Source: an optimization exercise on an open RTL-to-GDS flow (aim: small area). Production flows keep margins and buffers that such runs may drop. Where RTL was checked, it was by simulation tests only, not by an equivalence proof against the original. Power and IR drop assume default switching activity.

==> inputs of build 45 <==
// cordic
module cordic(
    input signed [29:0] i_angle,
    input i_clk,
    input i_rst,
    input i_start,
    output signed [29:0] o_sin,
    output signed [29:0] o_cos,
    output o_done
);
localparam W = 36;    
localparam D = 18;
localparam WA = 34;   
localparam DA = 17;
reg [W-1:0] x;
reg [W-1:0] y;
reg [WA-1:0] w;
reg [4:0] i;
reg c;           
reg busy;
reg done;
reg cx, cy, cw;  
reg mw;          
assign o_done = done;
assign o_cos = x[W-1:W-30];
assign o_sin = y[W-1:W-30];
wire last = (i == 5'd30);
wire d = c ? ~w[DA-1] : ~w[WA-1];
wire sub_x = d;
wire sub_y = ~d;
localparam [31*WA-1:0] ATAN = {
    34'h100000000,
    34'h100000000,
    34'h100000000,
    34'h100000000,
    34'h100000000,
    34'h100000000,
    34'h100000000,
    34'h100000000,
    34'h100000000,
    34'h100000000,
    34'h100000000,
    34'h100000000,
    34'h100000000,
    34'h100000000,
    34'h100000000,
    34'h0ffffffff,
    34'h0fffffffb,
    34'h0ffffffeb,
    34'h0ffffffab,
    34'h0fffffeab,
    34'h0fffffaab,
    34'h0ffffeaab,
    34'h0ffffaaab,
    34'h0fffeaaae,
    34'h0fffaaade,
    34'h0ffeaaddd,
    34'h0ffaaddb9,
    34'h0feadd4d5,
    34'h0fadbafc9,
    34'h0ed63382b,
    34'h0c90fdaa2
};
  ...
==> module cordic, before the edit <==
module cordic(
    input signed [29:0] i_angle,
    input i_clk,
    input i_rst,
    input i_start,
    output signed [29:0] o_sin,
    output signed [29:0] o_cos,
    output o_done
);
localparam W = 36;    
localparam D = 18;
localparam WA = 34;   
localparam DA = 17;
reg [W-1:0] x;
reg [W-1:0] y;
reg [WA-1:0] w;
reg [4:0] i;
reg c;           
reg busy;
reg done;
reg cx, cy, cw;  
reg mw;          
assign o_done = done;
assign o_cos = x[W-1:W-30];
assign o_sin = y[W-1:W-30];
wire last = (i == 5'd30);
wire d = c ? ~w[DA-1] : ~w[WA-1];
wire sub_x = d;
wire sub_y = ~d;
localparam [31*WA-1:0] ATAN = {
    34'h100000000,
    34'h100000000,
    34'h100000000,
    34'h100000000,
    34'h100000000,
    34'h100000000,
    34'h100000000,
    34'h100000000,
    34'h100000000,
    34'h100000000,
    34'h100000000,
    34'h100000000,
    34'h100000000,
    34'h100000000,
    34'h100000000,
    34'h0ffffffff,
    34'h0fffffffb,
    34'h0ffffffeb,
    34'h0ffffffab,
    34'h0fffffeab,
    34'h0fffffaab,
    34'h0ffffeaab,
    34'h0ffffaaab,
    34'h0fffeaaae,
    34'h0fffaaade,
    34'h0ffeaaddd,
    34'h0ffaaddb9,
    34'h0feadd4d5,
    34'h0fadbafc9,
    34'h0ed63382b,
    34'h0c90fdaa2
};
wire [WA-1:0] atan = ATAN[WA*i +: WA];
wire fill_y = last ? sub_x : (c ? y[D-1] : y[W-1]);
wire fill_x = last ? sub_y : (c ? x[D-1] : x[W-1]);
wire [W+32:0] src_y = c ? {{(D+32){fill_y}}, y[D-1:0], 1'b0}
                        : {{32{fill_y}}, y[W-1] ^ last, y[W-2:0], 1'b0};
wire [W+32:0] src_x = c ? {{(D+32){fill_x}}, x[D-1:0], 1'b0}
                        : {{32{fill_x}}, x[W-1] ^ last, x[W-2:0], 1'b0};
wire [W+32:0] sh_y = src_y >> i;
wire [W+32:0] sh_x = src_x >> i;
wire [D-1:0] op_x = sh_y[D:1] ^ {D{sub_x}};
wire [D-1:0] op_y = sh_x[D:1] ^ {D{sub_y}};
wire [DA-1:0] op_w = (c ? atan[WA-1:DA] : atan[DA-1:0]) ^ {DA{d}};
wire ci_x = c ? cx : sh_y[0] ^ sub_x;
wire ci_y = c ? cy : sh_x[0] ^ sub_y;
wire ci_w = c ? cw : d;
wire [D:0] k_x, k_y;
wire [DA:0] k_w;
wire [D-1:0] sum_x, sum_y;
wire [DA-1:0] sum_w;
assign k_x[0] = ci_x;
assign k_y[0] = ci_y;
assign k_w[0] = ci_w;
genvar g;
generate
    for (g = 0; g < D; g = g + 1) begin : rca
        assign sum_x[g] = x[g] ^ op_x[g] ^ k_x[g];
        assign k_x[g+1] = (x[g] & op_x[g]) | (k_x[g] & (x[g] ^ op_x[g]));
        assign sum_y[g] = y[g] ^ op_y[g] ^ k_y[g];
        assign k_y[g+1] = (y[g] & op_y[g]) | (k_y[g] & (y[g] ^ op_y[g]));
    end
    for (g = 0; g < DA; g = g + 1) begin : rcaw
        assign sum_w[g] = w[g] ^ op_w[g] ^ k_w[g];
        assign k_w[g+1] = (w[g] & op_w[g]) | (k_w[g] & (w[g] ^ op_w[g]));
    end
endgenerate
always @(posedge i_clk) begin
    if (i_start) begin
        w <= {i_angle, 4'b0};
        i <= 5'd0;
        c <= 1'b0;
    end else begin
        w <= {sum_w[DA-2:0], c ? mw : 1'b0, w[WA-1:DA]};
        c <= ~c;
        if (c)
            i <= i + 5'd1;
    end
    cx <= k_x[D];
    cy <= k_y[D];
    cw <= k_w[DA];
    mw <= sum_w[DA-1];
end
always @(posedge i_clk) begin
    if (i_start) begin
        x <= 36'h26dd3b6a1;
        y <= {W{1'b0}};
    end else if (busy) begin
        x <= {sum_x, x[W-1:D]};
        y <= {sum_y, y[W-1:D]};
    end
end
always @(posedge i_clk) begin
    if (i_rst) begin
        busy <= 1'b0;
        done <= 1'b0;
    end else if (i_start) begin
        busy <= 1'b1;
        done <= 1'b0;
    end else if (busy && c && last) begin
        busy <= 1'b0;
        done <= 1'b1;
    end
end
endmodule
clock: 11.0 ns
lec_check: 0
abc_area: 1
cap_margin: 20
core_margin: 2
core_utilization: 40
cts_buf_list: sky130_fd_sc_hd__clkbuf_8
slew_margin: 20
standard.sh (not shown) runs the stock make flow with config.mk's settings and CLKGATE_MAP_FILE= SYNTH_SCRIPT=/design/flow/synth_recipe.tcl, a recipe that flattens the netlist after the stock synthesis.
==> flow/flow/run.sh <==
#!/bin/bash
# The standard layout with two changes:
#  - synthesis is the standard flow's own script (synth_recipe.tcl), except that the final ABC
#    mapping uses flow/area.abc, an area-only standard-cell mapping (amap); every
#    step before it, and so every register, is the standard synthesis's;
#  - the port buffers use the smallest buffer cell.
set -euo pipefail
here=$(pwd)
cat > "$here/own_synth.tcl" <<EOT
proc abc {args} {
  set i [lsearch -exact \$args -script]
  if { \$i >= 0 } { lset args [expr {\$i + 1}] $here/flow/area.abc }
  yosys abc {*}\$args
}
source $here/synth_recipe.tcl
EOT
bash standard.sh "SYNTH_SCRIPT=$here/own_synth.tcl" \
  "BUFFER_PORTS_ARGS=-buffer_cell sky130_fd_sc_hd__buf_1" finish > standard.log 2>&1
==> flow/flow/area.abc <==
strash
dch -f
amap
==> trial 53: changes against build 45 <==
--- a/flow/design.v
+++ b/flow/design.v
@@ -61,19 +61,53 @@
     34'h0c90fdaa2
 };
 wire [WA-1:0] atan = ATAN[WA*i +: WA];
-wire fill_y = last ? sub_x : (c ? y[D-1] : y[W-1]);
-wire fill_x = last ? sub_y : (c ? x[D-1] : x[W-1]);
-wire [W+32:0] src_y = c ? {{(D+32){fill_y}}, y[D-1:0], 1'b0}
-                        : {{32{fill_y}}, y[W-1] ^ last, y[W-2:0], 1'b0};
-wire [W+32:0] src_x = c ? {{(D+32){fill_x}}, x[D-1:0], 1'b0}
-                        : {{32{fill_x}}, x[W-1] ^ last, x[W-2:0], 1'b0};
-wire [W+32:0] sh_y = src_y >> i;
-wire [W+32:0] sh_x = src_x >> i;
-wire [D-1:0] op_x = sh_y[D:1] ^ {D{sub_x}};
-wire [D-1:0] op_y = sh_x[D:1] ^ {D{sub_y}};
+wire [W-1:0] src [0:1];
+wire [1:0] sub;
+assign src[0] = y;
+assign src[1] = x;
+assign sub[0] = sub_x;
+assign sub[1] = sub_y;
+wire [D:0] sh [0:1];
+genvar g, k;
+generate
+    for (g = 0; g < 2; g = g + 1) begin : lane
+        wire fill = last ? sub[g] : (c ? src[g][D-1] : src[g][W-1]);
+        wire [W:0] p = {src[g][W-1] ^ last, src[g][W-2:0], 1'b0};
+        wire [D+15:0] s1;
+        wire [D+7:0] s2;
+        wire [D+3:0] s3;
+        wire [D+1:0] s4;
+        wire [D:0] s5;
+        for (k = 0; k < D + 16; k = k + 1) begin : st16
+            if (k + 16 <= D)
+                assign s1[k] = i[4] ? p[k+16] : p[k];
+            else if (k <= D)
+                assign s1[k] = i[4] ? (c ? fill : p[k+16]) : p[k];
+            else if (k + 16 <= W)
+                assign s1[k] = c ? fill : (i[4] ? p[k+16] : p[k]);
+            else
+                assign s1[k] = (c | i[4]) ? fill : p[k];
+        end
+        for (k = 0; k < D + 8; k = k + 1) begin : st8
+            assign s2[k] = i[3] ? (k + 8 < D + 16 ? s1[k+8] : fill) : s1[k];
+        end
+        for (k = 0; k < D + 4; k = k + 1) begin : st4
+            assign s3[k] = i[2] ? s2[k+4] : s2[k];
+        end
+        for (k = 0; k < D + 2; k = k + 1) begin : st2
+            assign s4[k] = i[1] ? s3[k+2] : s3[k];
+        end
+        for (k = 0; k < D + 1; k = k + 1) begin : st1
+            assign s5[k] = i[0] ? s4[k+1] : s4[k];
+        end
+        assign sh[g] = s5;
+    end
+endgenerate
+wire [D-1:0] op_x = sh[0][D:1] ^ {D{sub_x}};
+wire [D-1:0] op_y = sh[1][D:1] ^ {D{sub_y}};
 wire [DA-1:0] op_w = (c ? atan[WA-1:DA] : atan[DA-1:0]) ^ {DA{d}};
-wire ci_x = c ? cx : sh_y[0] ^ sub_x;
-wire ci_y = c ? cy : sh_x[0] ^ sub_y;
+wire ci_x = c ? cx : sh[0][0] ^ sub_x;
+wire ci_y = c ? cy : sh[1][0] ^ sub_y;
 wire ci_w = c ? cw : d;
 wire [D:0] k_x, k_y;
 wire [DA:0] k_w;
@@ -82,7 +116,6 @@
 assign k_x[0] = ci_x;
 assign k_y[0] = ci_y;
 assign k_w[0] = ci_w;
-genvar g;
 generate
     for (g = 0; g < D; g = g + 1) begin : rca
         assign sum_x[g] = x[g] ^ op_x[g] ^ k_x[g];
@@ -111,13 +144,24 @@
     cw <= k_w[DA];
     mw <= sum_w[DA-1];
 end
+localparam G = W - 30;
+localparam [W-1:0] X0 = 36'h26dd3b6a1;
 always @(posedge i_clk) begin
     if (i_start) begin
-        x <= 36'h26dd3b6a1;
-        y <= {W{1'b0}};
+        x[G-1:0] <= X0[G-1:0];
+        y[G-1:0] <= {G{1'b0}};
+    end else begin
+        x[G-1:0] <= x[D+G-1:D];
+        y[G-1:0] <= y[D+G-1:D];
+    end
+end
+always @(posedge i_clk) begin
+    if (i_start) begin
+        x[W-1:G] <= X0[W-1:G];
+        y[W-1:G] <= {(W-G){1'b0}};
     end else if (busy) begin
-        x <= {sum_x, x[W-1:D]};
-        y <= {sum_y, y[W-1:D]};
+        x[W-1:G] <= {sum_x, x[W-1:D+G]};
+        y[W-1:G] <= {sum_y, y[W-1:D+G]};
     end
 end
 always @(posedge i_clk) begin
--- a/flow/flow/run.sh
+++ b/flow/flow/run.sh
@@ -1,7 +1,7 @@
 #!/bin/bash
 # The standard layout with two changes:
 #  - synthesis is the standard flow's own script (synth_recipe.tcl), except that the final ABC
-#    mapping uses flow/area.abc, an area-only standard-cell mapping (amap); every
+#    mapping uses flow/area.abc, a deeper logic optimisation (&deepsyn) and an area-only standard-cell mapping (amap); every
 #    step before it, and so every register, is the standard synthesis's;
 #  - the port buffers use the smallest buffer cell.
 set -euo pipefail
==> flow/flow/area.abc (replaced) <==
strash
&get -n
&st
&deepsyn -T 30
&put
dch -f
amap -F 3 -A 6
- CORE_UTILIZATION: 40 -> 60
==> run notes <==
quantity                                                                                 trial 53                  build 45
Run status                                                                         finished clean            finished clean
Dpl ws                                                                                  -0.206 ns                 0.0420 ns
Sequential Area                                                                          2370 um2                  2380 um2
Maximum number of pins on one net before global-route repair                                   61                        80
Slack of the worst reg-to-reg path                                                        0.30 ns                   0.37 ns
Leading cell type by number of instances after synthesis                 sky130_fd_sc_hd__o22ai_1  sky130_fd_sc_hd__o21ai_0
Post-layout total power                                                                   1.89 mW                   1.96 mW
Worst reg2reg path depth                                                                       38                        36
Register fraction of the total cell area                                                    0.268                     0.238
Sequential area share after synthesis                                                       0.301                     0.275
Clkbuf count                                                                                   19                        17
Multi-input combinational cell area                                                      4710 um2                  5910 um2
Layout Cells excl Fill                                                                       1236                      1498
Layout area overhead                                                                        12.8%                     16.2%
Power density of the placed cells                                                      214 nW/um2                196 nW/um2
Mean cell area of the mapped netlist                                                     8.18 um2                  7.93 um2
Weighted congestion reported at the end of routability-driven placement                     0.991                     0.946
Pleak                                                                                     3.10 nW                   3.48 nW
Number of detailed-route iterations in the first pass                                           7                         6
DIE HEIGHT                                                                                 118 um                    151 um
Only the layout flow was run in build 45; the RTL was not checked for function there.

## what the ideal ports hide
The flow's constraints put no driver on any port. The routed layouts listed below were extracted and timed again, unchanged, in two steps. Step 1, drivers: a clkbuf_16 drives i_clk and a buf_2 each remaining input, both assumed. Step 2, shift: input delay + t, output delay - t, t = (earliest + latest rising clock arrival at the registers) / 2. This alone moves slack from input paths to output paths. Three values: no drivers, after step 1, after step 2; two values: the first two.
run | t (ns) | slack for setup (ns) | clock arrival spread, ns | pins driven straight from the clock port
build 45 | 0.494 | 0.375 / 0.375 / 0.375 | 0.012 / 0.012 | 1
trial 53 | 0.498 | 0.303 / 0.303 / 0.303 | 0.014 / 0.014 | 1
After both steps setup and hold are still met in every run listed.
